Source: an optimization exercise on an open RTL-to-GDS flow (aim: small area). Production flows keep margins and buffers that such runs may drop.
RTL that was checked went through simulation tests only; none was proved equivalent to the original.
No driver is modelled on the clock port, so clock power and skew are understated where the tree is cut down; a real chip needs a root buffer or a tree.
Power and IR drop assume default switching activity.

// poly_fir_stage1
module poly_fir_stage1 #(
    parameter int DECIMATION_FACTOR = 9,
    parameter int TAP_LEN          = 63,
    parameter int DATA_WIDTH       = 16,
    parameter int COEF_WIDTH       = 16,
    parameter int BUF_LEN          = 64
    )(
    input  logic                          clk,
    input  logic                          rst,
    input  logic                          din_valid,
    output logic                          dout_valid,
    input  logic signed [DATA_WIDTH-1:0]  din,
    output logic signed [DATA_WIDTH-1:0]  dout
    );
Size in the first run: about 270 flip-flops, roughly 36 I/O pins, roughly 8900 µm² of cells after synthesis.
Settings: LEC_CHECK=0, CAP_MARGIN=20, CORE_MARGIN=2, CORE_UTILIZATION=60, SLEW_MARGIN=20; clock period 10.0 ns.
standard.sh (not shown) runs the stock make flow with config.mk's settings and CLKGATE_MAP_FILE= SYNTH_SCRIPT=/design/flow/synth_recipe.tcl, a recipe that flattens the netlist after the stock synthesis.
==> flow/flow/run.sh <==
#!/bin/bash
# Own layout flow: the standard flow (standard.sh) with changes that only affect how the
# layout is built:
#  - synthesis: flow/synth.tcl (the standard flow's synthesis script with an area-oriented ABC mapping;
#    same registers, names and cell types),
#  - port buffers use the smallest buffer cell,
#  - clock tree synthesis builds one level of large clock buffers without dummy loads,
set -euo pipefail
here=$(pwd)
export OWN_ABC_SCRIPT="$here/flow/area.abc"
export BUFFER_PORTS_ARGS="-buffer_cell sky130_fd_sc_hd__buf_1"
export CTS_ARGS="-sink_clustering_enable -repair_clock_nets -sink_clustering_size 24 -sink_clustering_max_diameter 60 -buf_list sky130_fd_sc_hd__clkbuf_16 -dont_use_dummy_load"
sed "s#SYNTH_SCRIPT=[^ ]*#SYNTH_SCRIPT=$here/flow/synth.tcl#" standard.sh > own_standard.sh
bash own_standard.sh finish > make_flow.log 2>&1
==> flow/flow/area.abc <==
strash
 &get -n
 &fraig -x
 &put
 scorr
 dc2
 strash
 &get -n
 &dch -f
 &nf -a
 &put
==> flow/flow/synth.tcl <==
# The standard synthesis (synth_recipe.tcl) with two changes to the combinational mapping only:
# Yosys's synth runs without its internal quick ABC pass (so full adders are extracted from the
# RTL's own adder structure), and the final ABC mapping uses flow/area.abc. Register inference,
# flip-flop mapping, flattening and renaming are unchanged.
proc synth {args} { yosys synth -nofsm -noshare -noabc {*}$args }
proc abc {args} {
  set i [lsearch -exact $args -script]
  if {$i >= 0} { lset args [expr {$i+1}] $::env(OWN_ABC_SCRIPT) }
  yosys abc {*}$args
}
source $::env(SCRIPTS_DIR)/synth.tcl
# left out here: clear keep_hierarchy, flatten, clean up, hide names made inside functions, write 1_2_yosys.v
The baseline produced a clean layout.
==> next run, changes <==
--- a/flow/design.v
+++ b/flow/design.v
@@ -276,45 +276,51 @@
     wire [18:0] mn = mx ^ {19{neg}};
     logic [31:0] term;
     always_comb begin
         case (r)
             2'd0: term = {{13{mn[18]}}, mn};
             2'd1: term = {{10{mn[18]}}, mn, {3{neg}}};
             2'd2: term = {{7{mn[18]}}, mn, {6{neg}}};
             default: term = {{4{mn[18]}}, mn, {9{neg}}};
         endcase
     end
-    logic [32:0] ring [0:6];
-    wire clr = busy & qs & (qm == 3'd4) & ~ks & (km == 2'd3) & (r == 2'd0);
-    wire fin = busy & ~qs & (qm == 3'd4) & ks & (km == 2'd3) & (r == 2'd1);
-    wire [32:0] a = ring[6] & {33{~clr}};
+    localparam int UW = HW - 1;       
+    logic [LW+UW:0] ring [0:6];
+    wire clr  = busy & qs & (qm == 3'd4) & ~ks & (km == 2'd3) & (r == 2'd0);
+    wire fin  = busy & ~qs & (qm == 3'd4) & ks & (km == 2'd3) & (r == 2'd1);
+    wire role0 = ks & (km == 2'd3);
+    wire [LW+UW:0] a = ring[6] & {(LW+UW+1){~clr}};
+    logic e31, e31v;
+    wire  a31 = e31v ? e31 : a[LW+UW];
     logic [LW-1:0] lsum;
     logic [LW:0]   lc;
     logic [HW-1:0] hsum;
     logic [HW:0]   hc;
+    wire  [HW-1:0] ah = {a31, a[LW+UW:LW+1]};
     assign lc[0] = neg;
     assign hc[0] = a[LW];
     generate
         for (gi = 0; gi < LW; gi++) begin : g_lo
             assign lsum[gi] = a[gi] ^ term[gi] ^ lc[gi];
             assign lc[gi+1] = (a[gi] & term[gi]) | (a[gi] & lc[gi]) | (term[gi] & lc[gi]);
         end
         for (gi = 0; gi < HW; gi++) begin : g_hi
-            wire aa = a[LW+1+gi];
-            wire tt = term[LW+gi];
-            assign hsum[gi] = aa ^ tt ^ hc[gi];
-            assign hc[gi+1] = (aa & tt) | (aa & hc[gi]) | (tt & hc[gi]);
+            assign hsum[gi] = ah[gi] ^ term[LW+gi] ^ hc[gi];
+            assign hc[gi+1] = (ah[gi] & term[LW+gi]) | (ah[gi] & hc[gi]) | (term[LW+gi] & hc[gi]);
         end
     endgenerate
     always_ff @(posedge clk) begin
-        ring[0] <= {hsum, lc[LW], lsum};
+        ring[0] <= {hsum[UW-1:0], lc[LW], lsum};
         for (int i = 1; i < 7; i++) ring[i] <= ring[i-1];
+        if (role0) e31 <= hsum[HW-1];
+        if (blk_end) e31v <= 1'b0;
+        else if (role0) e31v <= 1'b1;
     end
     always_ff @(posedge clk) begin
         if (rst) dout_valid <= 1'b0;
         else dout_valid <= fin;
     end
-    wire [31:0] acc = {ring[0][32:LW+1], ring[0][LW-1:0]};
-    wire [1:0] top = acc[31:30];
+    wire [30:0] acc = {ring[0][LW+UW:LW+1], ring[0][LW-1:0]};
+    wire [1:0] top = {e31, acc[30]};
     assign dout = (top == 2'b01) ? 16'sh7fff :
                   (top == 2'b10) ? 16'sh8000 : acc[30:15];
 endmodule
What happened: Synthesized area falls by 1.2%; die area falls by 1.2%; setup slack got worse by 11 ps; maximum frequency is about the same; power rises by 1.9%; cell area hardly moves; wire length rises by 2.7%; critical path depth is unchanged.

---

== main ==
poly_fir_stage1, a different RTL version from the one above (not shown whole).
Size: roughly 260 flip-flops, ~36 I/O pins.
clock: 10.0 ns
lec_check: 0
cap_margin: 20
core_margin: 2
core_utilization: 65
gpl_timing_driven: 0
slew_margin: 20
==> flow/flow/run.sh <==
#!/bin/bash
# Own layout flow: the standard flow (standard.sh) with changes that only affect how the
# layout is built:
#  - synthesis: flow/synth.tcl (the standard flow's synthesis script with an area-oriented ABC mapping;
#    same registers, names and cell types),
#  - port buffers use the smallest buffer cell,
#  - the clock tree is built by flow/cts_manual.tcl (one root buffer, nine leaf buffers over
#    equal groups of flip-flops) in place of clock_tree_synthesis,
set -euo pipefail
here=$(pwd)
export OWN_ABC_SCRIPT="$here/flow/area.abc"
export BUFFER_PORTS_ARGS="-buffer_cell sky130_fd_sc_hd__buf_1"
export PRE_CTS_TCL="$here/flow/cts_manual.tcl"
export OWN_CTS_LEAVES=9 OWN_CTS_COLS=3 OWN_CTS_CLOCK_PORT=clk
export OWN_CTS_LEAF_BUF=sky130_fd_sc_hd__clkbuf_16 OWN_CTS_ROOT_BUF=sky130_fd_sc_hd__clkbuf_4
sed "s#SYNTH_SCRIPT=[^ ]*#SYNTH_SCRIPT=$here/flow/synth.tcl#" standard.sh > own_standard.sh
bash own_standard.sh finish > make_flow.log 2>&1
Scripts as last shown in full above: flow/flow/synth.tcl
Other scripts of this flow, unchanged in this note and not shown: flow/flow/area.abc, flow/flow/cts_manual.tcl
## Diff of input files: the feature branch against main
--- a/flow/design.v
+++ b/flow/design.v
@@ -78,23 +78,18 @@
                 end
             end else begin
                 if (km == 2'd3) ks_n = 1'b1;
                 else km_n = km + 2'd1;
             end
         end
     end
     always_ff @(posedge clk) begin
-        if (rst) begin
-            ks <= 1'b1;
-            km <= 2'd3;
-        end else begin
-            ks <= ks_n;
-            km <= km_n;
-        end
+        ks <= ks_n;
+        km <= km_n;
     end
     logic [3:0] rom;
     always_comb begin
         case ({qm, ks_n ^ qs, km_n, r_n})
             8'd0: rom = 4'b0011;
             8'd1: rom = 4'b0001;
             8'd2: rom = 4'b1100;
             8'd3: rom = 4'b0011;
As of the feature branch, count of placed standard cells in the final layout, fillers left out had fallen by a few percent compared to main. Worst path setup slack after routing: the feature branch > main. The lower transition at the pin with the smallest max-transition slack of the feature branch and main is in main. Portion of total power attributed to combinational logic delta for the feature branch relative to main: 3.9 points higher. | area added between synthesis and finish | lower: the feature branch |. Re synthesized area: main was higher than the feature branch. main → the feature branch: part of the power in the clock network down 0.7 points, combined global-route utilization of all metal layers down 2.7 points. Compared with main, the feature branch improves maximum frequency. Of the feature branch and main, the lower final critical delay including setup and external delays belongs to the feature branch.
No run of this note takes its clock network from TritonCTS; it comes from the design's own scripts or RTL.

---

poly_fir_stage1, a different RTL version from the one above (not shown whole).
Size in the first run: ~710 cells after synthesis.
==> flow/config.mk <==
export PLATFORM = sky130hd
export DESIGN_NAME = poly_fir_stage1
export DESIGN_NICKNAME = poly_fir_stage1
export VERILOG_FILES = /design/flow/design.v
export SDC_FILE = /design/flow/constraint.sdc
export NUM_CORES = 8
export LEC_CHECK = 0
export CAP_MARGIN = 20
export CORE_MARGIN = 2
export CORE_UTILIZATION = 65
export GPL_TIMING_DRIVEN = 0
export SLEW_MARGIN = 20
==> flow/constraint.sdc <==
create_clock -name core_clock -period 10.0 [get_ports {clk}]
set_input_delay 2.0000 -clock core_clock [delete_from_list [all_inputs] [get_ports {clk}]]
set_output_delay 2.0000 -clock core_clock [all_outputs]
set_load 0.01 [all_outputs]
==> flow/flow/run.sh <==
#!/bin/bash
# Own layout flow: the standard flow (standard.sh) with changes that only affect how the
# layout is built:
#  - synthesis: flow/synth.tcl (the standard flow's synthesis script with an area-oriented ABC mapping;
#    same registers, names and cell types),
#  - port buffers use the smallest buffer cell,
#  - the clock tree is built by flow/cts_manual.tcl (one root buffer, nine leaf buffers over
#    equal groups of flip-flops) in place of clock_tree_synthesis,
set -euo pipefail
here=$(pwd)
export OWN_ABC_SCRIPT="$here/flow/area.abc"
export BUFFER_PORTS_ARGS="-buffer_cell sky130_fd_sc_hd__buf_1"
export PRE_CTS_TCL="$here/flow/cts_manual.tcl"
export OWN_CTS_LEAVES=9 OWN_CTS_COLS=3 OWN_CTS_CLOCK_PORT=clk
export OWN_CTS_LEAF_BUF=sky130_fd_sc_hd__clkbuf_16 OWN_CTS_ROOT_BUF=sky130_fd_sc_hd__clkbuf_8
sed "s#SYNTH_SCRIPT=[^ ]*#SYNTH_SCRIPT=$here/flow/synth.tcl#" standard.sh > own_standard.sh
bash own_standard.sh finish > make_flow.log 2>&1
Scripts as last shown in full above: flow/flow/synth.tcl
Other scripts of this flow, unchanged in this note and not shown: flow/flow/area.abc, flow/flow/cts_manual.tcl
Rerun with:
--- a/flow/design.v
+++ b/flow/design.v
@@ -77,20 +77,25 @@
                     km_n = km - 2'd1;
                 end
             end else begin
                 if (km == 2'd3) ks_n = 1'b1;
                 else km_n = km + 2'd1;
             end
         end
     end
     always_ff @(posedge clk) begin
-        ks <= ks_n;
-        km <= km_n;
+        if (rst) begin
+            ks <= 1'b1;
+            km <= 2'd3;
+        end else begin
+            ks <= ks_n;
+            km <= km_n;
+        end
     end
     logic [3:0] rom;
     always_comb begin
         case ({qm, ks_n ^ qs, km_n, r_n})
             8'd0: rom = 4'b0011;
             8'd1: rom = 4'b0001;
             8'd2: rom = 4'b1100;
             8'd3: rom = 4'b0011;
             8'd4: rom = 4'b0011;
@@ -296,20 +301,20 @@
             default: term = {{4{mn[18]}}, mn, {9{neg}}};
         endcase
     end
     localparam int UW = HW - 1;       
     logic [LW+UW:0] ring [0:6];
     wire clr  = busy & qs & (qm == 3'd4) & ~ks & (km == 2'd3) & (r == 2'd0);
     wire fin  = busy & ~qs & (qm == 3'd4) & ks & (km == 2'd3) & (r == 2'd1);
     wire role0 = ks & (km == 2'd3);
     wire [LW+UW:0] a = ring[6] & {(LW+UW+1){~clr}};
-    logic ov;
-    wire  a31 = a[LW+UW] ^ ov;
+    logic e31, e31v;
+    wire  a31 = e31v ? e31 : a[LW+UW];
     logic [LW-1:0] lsum;
     logic [LW:0]   lc;
     logic [HW-1:0] hsum;
     logic [HW:0]   hc;
     wire  [HW-1:0] ah = {a31, a[LW+UW:LW+1]};
     assign lc[0] = neg;
     assign hc[0] = a[LW];
     generate
         for (gi = 0; gi < LW; gi++) begin : g_lo
@@ -318,19 +323,22 @@
         end
         for (gi = 0; gi < HW; gi++) begin : g_hi
             assign hsum[gi] = ah[gi] ^ term[LW+gi] ^ hc[gi];
             assign hc[gi+1] = (ah[gi] & term[LW+gi]) | (ah[gi] & hc[gi]) | (term[LW+gi] & hc[gi]);
         end
     endgenerate
     always_ff @(posedge clk) begin
         ring[0] <= {hsum[UW-1:0], lc[LW], lsum};
         for (int i = 1; i < 7; i++) ring[i] <= ring[i-1];
-        if (blk_end) ov <= 1'b0;
-        else if (role0) ov <= hsum[HW-1] ^ hsum[HW-2];
+        if (role0) e31 <= hsum[HW-1];
+        if (blk_end) e31v <= 1'b0;
+        else if (role0) e31v <= 1'b1;
     end
     always_ff @(posedge clk) begin
         if (rst) dout_valid <= 1'b0;
         else dout_valid <= fin;
     end
     wire [30:0] acc = {ring[0][LW+UW:LW+1], ring[0][LW-1:0]};
-    assign dout = ov ? {~acc[30], {15{acc[30]}}} : acc[30:15];
+    wire [1:0] top = {e31, acc[30]};
+    assign dout = (top == 2'b01) ? 16'sh7fff :
+                  (top == 2'b10) ? 16'sh8000 : acc[30:15];
 endmodule
Worst setup slack is worse by 48 ps.
Maximum frequency shrinks by 0.49%.
Total power shrinks by 13%.
Combinational power is lower by 31%.
Die area is about the same.
The RTL of the first run of this note was laid out without a check of its function. No run of this note takes its clock network from TritonCTS; it comes from the design's own scripts or RTL.

-- port drivers added, routing unchanged --
No port has a modelled driver above. Below, the same layouts with a new extraction and two added sets of constraints.
Step 1: set_driving_cell puts a clkbuf_16 on clk and a buf_2 on each other input, an assumption about the parent block.
Step 2 adds t to the input delays and takes it off the output delays; t is the mean of the earliest and latest rising clock arrival at the registers after step 1. Input paths then give back, and output paths get back, about the clock's delay inside the block.
Three values: ideal ports, drivers, drivers and shift; two values: the first two.
run	t (ns)	setup slack, ns	latest minus earliest clock arrival (ns)
the first run of note 1	0.495	0.570 / 0.570 / 0.570	0.040 / 0.041
the second run of note 1	0.506	0.559 / 0.559 / 0.559	0.064 / 0.065
main	0.631	0.343 / 0.343 / 0.343	0.018 / 0.019
the feature branch	0.637	0.373 / 0.373 / 0.373	0.019 / 0.019
the first run of note 3	0.516	0.358 / 0.358 / 0.358	0.014 / 0.013
the second run of note 3	0.495	0.311 / 0.311 / 0.311	0.018 / 0.019
After both steps every run listed still meets setup and hold.
